What follows belongs to an exercise in optimizing a design on an open flow for small area, a short achievable clock period and few clock cycles per item; a production flow would make more cautious choices.
RTL that was checked went through simulation tests only; none was proved equivalent to the original.
Power is estimated from default activity; no workload was simulated.

## birch
==> flow/design.v (excerpt) <==
module function_calculator(
    input clk_i,
    input rst_i,
    input [15:0] sw_i,
    input start_i,
    output busy_o,
    output [15:0] y_calc
 );
    function [3:0] low4;
        input [5:0] ar;
        low4 = {ar[3] & (ar[4] ^ ar[5]), ar[4] & ~ar[3], 1'b0, ar[3]} + ar[2:0];
    endfunction
    wire [7:0] b_i = sw_i[7:0];
    wire [2:0] r_d = (b_i >= 8'd216) ? 3'd6 :
                     (b_i >= 8'd125) ? 3'd5 :
                     (b_i >= 8'd64)  ? 3'd4 :
                     (b_i >= 8'd27)  ? 3'd3 :
                     (b_i >= 8'd8)   ? 3'd2 :
                     (b_i >= 8'd1)   ? 3'd1 : 3'd0;
    reg [7:0] aa;
    reg [2:0] rr;
    always @(posedge clk_i) begin
        if (rst_i) begin
            aa <= 8'd0;
            rr <= 3'd0;
        end else if (start_i) begin
            aa <= sw_i[15:8];
            rr <= r_d;
        end
    end
    wire n0 = aa[2] & ~aa[1];
    wire n1 = aa[2] & aa[1];
    wire n2 = aa[3] & ~aa[2];
    wire n3 = aa[3] & aa[2];
    wire n4 = aa[4] & ~aa[3];
    wire n5 = aa[4] & aa[3];
    wire n6 = aa[5] & ~aa[4];
    wire n7 = aa[5] & aa[4];
    wire n8 = aa[6] & ~aa[5];
    wire n9 = aa[6] & aa[5];
    wire n10 = aa[7] & ~aa[6];
    wire n11 = aa[7] & aa[6];
    wire n12 = aa[0] & aa[3];
    wire n13 = aa[0] & aa[4];
    wire n14 = aa[0] & aa[5];
    wire n15 = aa[0] & aa[6];
    wire n16 = aa[0] & aa[7];
    wire n17 = aa[1] & aa[3];
    wire n18 = aa[1] & aa[4];
    wire n19 = aa[1] & aa[5];
    wire n20 = aa[1] & aa[6];
    wire n21 = aa[1] & aa[7];
    wire n22 = aa[2] & aa[4];
    wire n23 = aa[2] & aa[5];
    wire n24 = aa[2] & aa[6];
    wire n25 = aa[2] & aa[7];
    wire n26 = aa[3] & aa[5];
    wire n27 = aa[3] & aa[6];
    wire n28 = aa[3] & aa[7];
    wire n29 = aa[4] & aa[6];
    wire n30 = aa[4] & aa[7];
  ...
For scale: about 170 cells after synthesis, about 11 flip-flops, about 36 I/O pins, roughly 0.0015 mm^2 of cells after synthesis.
==> module function_calculator, before the edit <==
module function_calculator(
    input clk_i,
    input rst_i,
    input [15:0] sw_i,
    input start_i,
    output busy_o,
    output [15:0] y_calc
 );
    function [3:0] low4;
        input [5:0] ar;
        low4 = {ar[3] & (ar[4] ^ ar[5]), ar[4] & ~ar[3], 1'b0, ar[3]} + ar[2:0];
    endfunction
    wire [7:0] b_i = sw_i[7:0];
    wire [2:0] r_d = (b_i >= 8'd216) ? 3'd6 :
                     (b_i >= 8'd125) ? 3'd5 :
                     (b_i >= 8'd64)  ? 3'd4 :
                     (b_i >= 8'd27)  ? 3'd3 :
                     (b_i >= 8'd8)   ? 3'd2 :
                     (b_i >= 8'd1)   ? 3'd1 : 3'd0;
    reg [7:0] aa;
    reg [2:0] rr;
    always @(posedge clk_i) begin
        if (rst_i) begin
            aa <= 8'd0;
            rr <= 3'd0;
        end else if (start_i) begin
            aa <= sw_i[15:8];
            rr <= r_d;
        end
    end
    wire n0 = aa[2] & ~aa[1];
    wire n1 = aa[2] & aa[1];
    wire n2 = aa[3] & ~aa[2];
    wire n3 = aa[3] & aa[2];
    wire n4 = aa[4] & ~aa[3];
    wire n5 = aa[4] & aa[3];
    wire n6 = aa[5] & ~aa[4];
    wire n7 = aa[5] & aa[4];
    wire n8 = aa[6] & ~aa[5];
    wire n9 = aa[6] & aa[5];
    wire n10 = aa[7] & ~aa[6];
    wire n11 = aa[7] & aa[6];
    wire n12 = aa[0] & aa[3];
    wire n13 = aa[0] & aa[4];
    wire n14 = aa[0] & aa[5];
    wire n15 = aa[0] & aa[6];
    wire n16 = aa[0] & aa[7];
    wire n17 = aa[1] & aa[3];
    wire n18 = aa[1] & aa[4];
    wire n19 = aa[1] & aa[5];
    wire n20 = aa[1] & aa[6];
    wire n21 = aa[1] & aa[7];
    wire n22 = aa[2] & aa[4];
    wire n23 = aa[2] & aa[5];
    wire n24 = aa[2] & aa[6];
    wire n25 = aa[2] & aa[7];
    wire n26 = aa[3] & aa[5];
    wire n27 = aa[3] & aa[6];
    wire n28 = aa[3] & aa[7];
    wire n29 = aa[4] & aa[6];
    wire n30 = aa[4] & aa[7];
    wire n31 = aa[5] & aa[7];
    wire n32 = aa[0] & aa[1] & aa[2];
    wire n33, n34;
    ha2 un33 (.x(n3), .y(n15), .s(n33), .c(n34));
    wire n35, n36;
    fa3 un35 (.x(n4), .y(n16), .z(n20), .s(n35), .c(n36));
    wire n37, n38;
    fa3 un37 (.x(n5), .y(n21), .z(n24), .s(n37), .c(n38));
    wire n39, n40;
    ha2 un39 (.x(n6), .y(n25), .s(n39), .c(n40));
    wire n41, n42;
    ha2 un41 (.x(n7), .y(n28), .s(n41), .c(n42));
    wire n43, n44;
    ha2 un43 (.x(n0), .y(n12), .s(n43), .c(n44));
    wire n45, n46;
    fa3 un45 (.x(n1), .y(n13), .z(n17), .s(n45), .c(n46));
    wire n47, n48;
    fa3 un47 (.x(n2), .y(n14), .z(n18), .s(n47), .c(n48));
    wire n49, n50;
    fa3 un49 (.x(n19), .y(n22), .z(n33), .s(n49), .c(n50));
    wire n51, n52;
    fa3 un51 (.x(n23), .y(n34), .z(n35), .s(n51), .c(n52));
    wire n53, n54;
    fa3 un53 (.x(n26), .y(n36), .z(n37), .s(n53), .c(n54));
    wire n55, n56;
    fa3 un55 (.x(n27), .y(n38), .z(n39), .s(n55), .c(n56));
    wire n57, n58;
    fa3 un57 (.x(n29), .y(n40), .z(n41), .s(n57), .c(n58));
    wire n59, n60;
    fa3 un59 (.x(n8), .y(n30), .z(n42), .s(n59), .c(n60));
    wire n61, n62;
    ha2 un61 (.x(n9), .y(n31), .s(n61), .c(n62));
    wire n63, n64;
    ha2 un63 (.x(n32), .y(n43), .s(n63), .c(n64));
    wire n65, n66;
    ha2 un65 (.x(n44), .y(n45), .s(n65), .c(n66));
    wire n67, n68;
    ha2 un67 (.x(n46), .y(n47), .s(n67), .c(n68));
    wire n69, n70;
    ha2 un69 (.x(n48), .y(n49), .s(n69), .c(n70));
    wire n71, n72;
    ha2 un71 (.x(n50), .y(n51), .s(n71), .c(n72));
    wire n73, n74;
    ha2 un73 (.x(n52), .y(n53), .s(n73), .c(n74));
    wire n75, n76;
    ha2 un75 (.x(n54), .y(n55), .s(n75), .c(n76));
    wire n77, n78;
    ha2 un77 (.x(n56), .y(n57), .s(n77), .c(n78));
    wire n79, n80;
    ha2 un79 (.x(n58), .y(n59), .s(n79), .c(n80));
    wire n81, n82;
    ha2 un81 (.x(n60), .y(n61), .s(n81), .c(n82));
    wire n83, n84;
    ha2 un83 (.x(n10), .y(n62), .s(n83), .c(n84));
    wire n85 = n64 | (n63 & 1'b0);
    wire n86 = n63 & 1'b0;
    wire n87 = n68 | (n67 & n66);
    wire n88 = n67 & n65;
    wire n89 = n72 | (n71 & n70);
    wire n90 = n71 & n69;
    wire n91 = n76 | (n75 & n74);
    wire n92 = n75 & n73;
    wire n93 = n80 | (n79 & n78);
    wire n94 = n79 & n77;
    wire n95 = n84 | (n83 & n82);
    wire n96 = n83 & n81;
    wire n97 = n66 | (n65 & n85);
    wire n98 = n65 & n86;
    wire n99 = n87 | (n88 & n85);
    wire n100 = n88 & n86;
    wire n101 = n74 | (n73 & n89);
    wire n102 = n73 & n90;
    wire n103 = n91 | (n92 & n89);
    wire n104 = n92 & n90;
    wire n105 = n82 | (n81 & n93);
    wire n106 = n81 & n94;
    wire n107 = n95 | (n96 & n93);
    wire n108 = n96 & n94;
    wire n109 = n70 | (n69 & n99);
    wire n110 = n69 & n100;
    wire n111 = n89 | (n90 & n99);
    wire n112 = n90 & n100;
    wire n113 = n101 | (n102 & n99);
    wire n114 = n102 & n100;
    wire n115 = n103 | (n104 & n99);
    wire n116 = n104 & n100;
    wire n117 = 1'b0 | (n11 & n107);
    wire n118 = n11 & n108;
    wire n119 = n78 | (n77 & n115);
    wire n120 = n77 & n116;
    wire n121 = n93 | (n94 & n115);
    wire n122 = n94 & n116;
    wire n123 = n105 | (n106 & n115);
    wire n124 = n106 & n116;
    wire n125 = n107 | (n108 & n115);
    wire n126 = n108 & n116;
    wire n127 = n117 | (n118 & n115);
    wire n128 = n118 & n116;
    wire n129 = n65 ^ n85;
    wire n130 = n67 ^ n97;
    wire n131 = n69 ^ n99;
    wire n132 = n71 ^ n109;
    wire n133 = n73 ^ n111;
    wire n134 = n75 ^ n113;
    wire n135 = n77 ^ n115;
    wire n136 = n79 ^ n119;
    wire n137 = n81 ^ n121;
    wire n138 = n83 ^ n123;
    wire n139 = n11 ^ n125;
    wire [11:0] hi = {n139, n138, n137, n136, n135, n134, n133, n132, n131, n130, n129, n63};
    assign y_calc = {hi, low4({aa[2:0], rr})};
    assign busy_o = 1'b0;
endmodule
==> flow/config.mk <==
export PLATFORM = sky130hd
export DESIGN_NAME = function_calculator
export DESIGN_NICKNAME = function_calculator
export VERILOG_FILES = /design/flow/design.v
export SDC_FILE = /design/flow/constraint.sdc
export NUM_CORES = 4
export LEC_CHECK = 0
export ABC_AREA = 0
export CAP_MARGIN = 20
export CORE_MARGIN = 2
export CORE_UTILIZATION = 40
export SLEW_MARGIN = 20
export SYNTH_HIERARCHICAL = 1
export SYNTH_MINIMUM_KEEP_SIZE = 0
export BUFFER_PORTS_ARGS = -buffer_cell sky130_fd_sc_hd__buf_1
==> flow/constraint.sdc <==
create_clock -name core_clock -period 5.0 [get_ports {clk_i}]
set_input_delay 1.0000 -clock core_clock [delete_from_list [all_inputs] [get_ports {clk_i}]]
set_output_delay 1.0000 -clock core_clock [all_outputs]
set_load 0.01 [all_outputs]
standard.sh (not shown) runs the stock make flow with config.mk's settings and CLKGATE_MAP_FILE= SYNTH_SCRIPT=/design/flow/synth_recipe.tcl, a recipe that flattens the netlist after the stock synthesis.
==> flow/flow/run.sh <==
#!/bin/bash
# Standard layout, with the port buffers inserted as buf_1 cells instead of
# the resizer's default choice (clkdlybuf4s50_1, larger and slower).
set -euo pipefail
echo 'export BUFFER_PORTS_ARGS = -buffer_cell sky130_fd_sc_hd__buf_1' >> config.mk
bash standard.sh > standard.log 2>&1
Testbench counts of birch, summed over its fixed seeds: cycles 1,280, items 1,280.
Edits applied to the flow inputs when going from birch to pine:
--- a/flow/design.v
+++ b/flow/design.v
@@ -11,36 +11,26 @@
 module function_calculator(
     input clk_i,
     input rst_i,
     input [15:0] sw_i,
     input start_i,
     output busy_o,
-    output [15:0] y_calc
+    output reg [15:0] y_calc
  );
     function [3:0] low4;
         input [5:0] ar;
         low4 = {ar[3] & (ar[4] ^ ar[5]), ar[4] & ~ar[3], 1'b0, ar[3]} + ar[2:0];
     endfunction
     wire [7:0] b_i = sw_i[7:0];
     wire [2:0] r_d = (b_i >= 8'd216) ? 3'd6 :
                      (b_i >= 8'd125) ? 3'd5 :
                      (b_i >= 8'd64)  ? 3'd4 :
                      (b_i >= 8'd27)  ? 3'd3 :
                      (b_i >= 8'd8)   ? 3'd2 :
                      (b_i >= 8'd1)   ? 3'd1 : 3'd0;
-    reg [7:0] aa;
-    reg [2:0] rr;
-    always @(posedge clk_i) begin
-        if (rst_i) begin
-            aa <= 8'd0;
-            rr <= 3'd0;
-        end else if (start_i) begin
-            aa <= sw_i[15:8];
-            rr <= r_d;
-        end
-    end
+    wire [7:0] aa = sw_i[15:8];
     wire n0 = aa[2] & ~aa[1];
     wire n1 = aa[2] & aa[1];
     wire n2 = aa[3] & ~aa[2];
     wire n3 = aa[3] & aa[2];
     wire n4 = aa[4] & ~aa[3];
     wire n5 = aa[4] & aa[3];
@@ -176,9 +166,14 @@
     wire n135 = n77 ^ n115;
     wire n136 = n79 ^ n119;
     wire n137 = n81 ^ n121;
     wire n138 = n83 ^ n123;
     wire n139 = n11 ^ n125;
     wire [11:0] hi = {n139, n138, n137, n136, n135, n134, n133, n132, n131, n130, n129, n63};
-    assign y_calc = {hi, low4({aa[2:0], rr})};
+    always @(posedge clk_i) begin
+        if (rst_i)
+            y_calc <= 16'd0;
+        else if (start_i)
+            y_calc <= {hi, low4({aa[2:0], r_d})};
+    end
     assign busy_o = 1'b0;
 endmodule
## What came out
Compared with birch, pine shows a post-synthesis register bit count that is 5 higher.
Clock sink count (pine over birch): increase, 5
pine ends up with lower global-route met3 utilization than birch does.
Changes observed in pine relative to birch: number of setup buffers added after CTS held steady; post-layout minimum cycle time shrank by 0.61 ns; via count grew by 15%; combinational power grew by 170%; total non-filler cell area in the finished layout grew by about 13%.
Critical setup path kind = input pin to register: pine; critical setup path kind = register to output port: birch
Between pine and birch, it is pine whose post-synthesis mux area share is higher, by 0.80 points.
Sort pine and birch by static leakage desc -> top: pine
Relative to birch, combinational power share increased by 17 points in pine.
For pine, only the layout was checked, not whether the RTL still works.

[port drivers added, routing unchanged]
Ports are ideal in the flow. The routed layouts listed here were re-timed in OpenROAD.
Step 1 (the two cells are an assumption about what drives the block):
set clk [get_ports {clk_i}]
set_driving_cell -lib_cell sky130_fd_sc_hd__clkbuf_16 $clk
set_driving_cell -lib_cell sky130_fd_sc_hd__buf_2 [delete_from_list [all_inputs] $clk]
Step 2 moves the port delays by t, midway between the first and last clock arrival at a register: inputs arrive t later, outputs are due t later. That takes back most of the time a late clock gives input paths.
a / b / c = ideal ports / drivers / drivers and shift; a / b = the first two.
run	t, ns	setup slack, ns	worst setup path after step 2	clock arrival spread, ns	slew at the worst register clock pin (ns)
birch	0.253	0.471 / 0.448 / 0.701	register to output	0.003 / 0.003	0.05 / 0.05
pine	0.265	1.076 / 1.074 / 0.809	input to register	0.002 / 0.002	0.06 / 0.06
After both steps every run listed still meets setup and hold. For pine, which loses most, drivers alone change the setup slack by -0.002 ns; drivers and shift together by -0.267 ns.
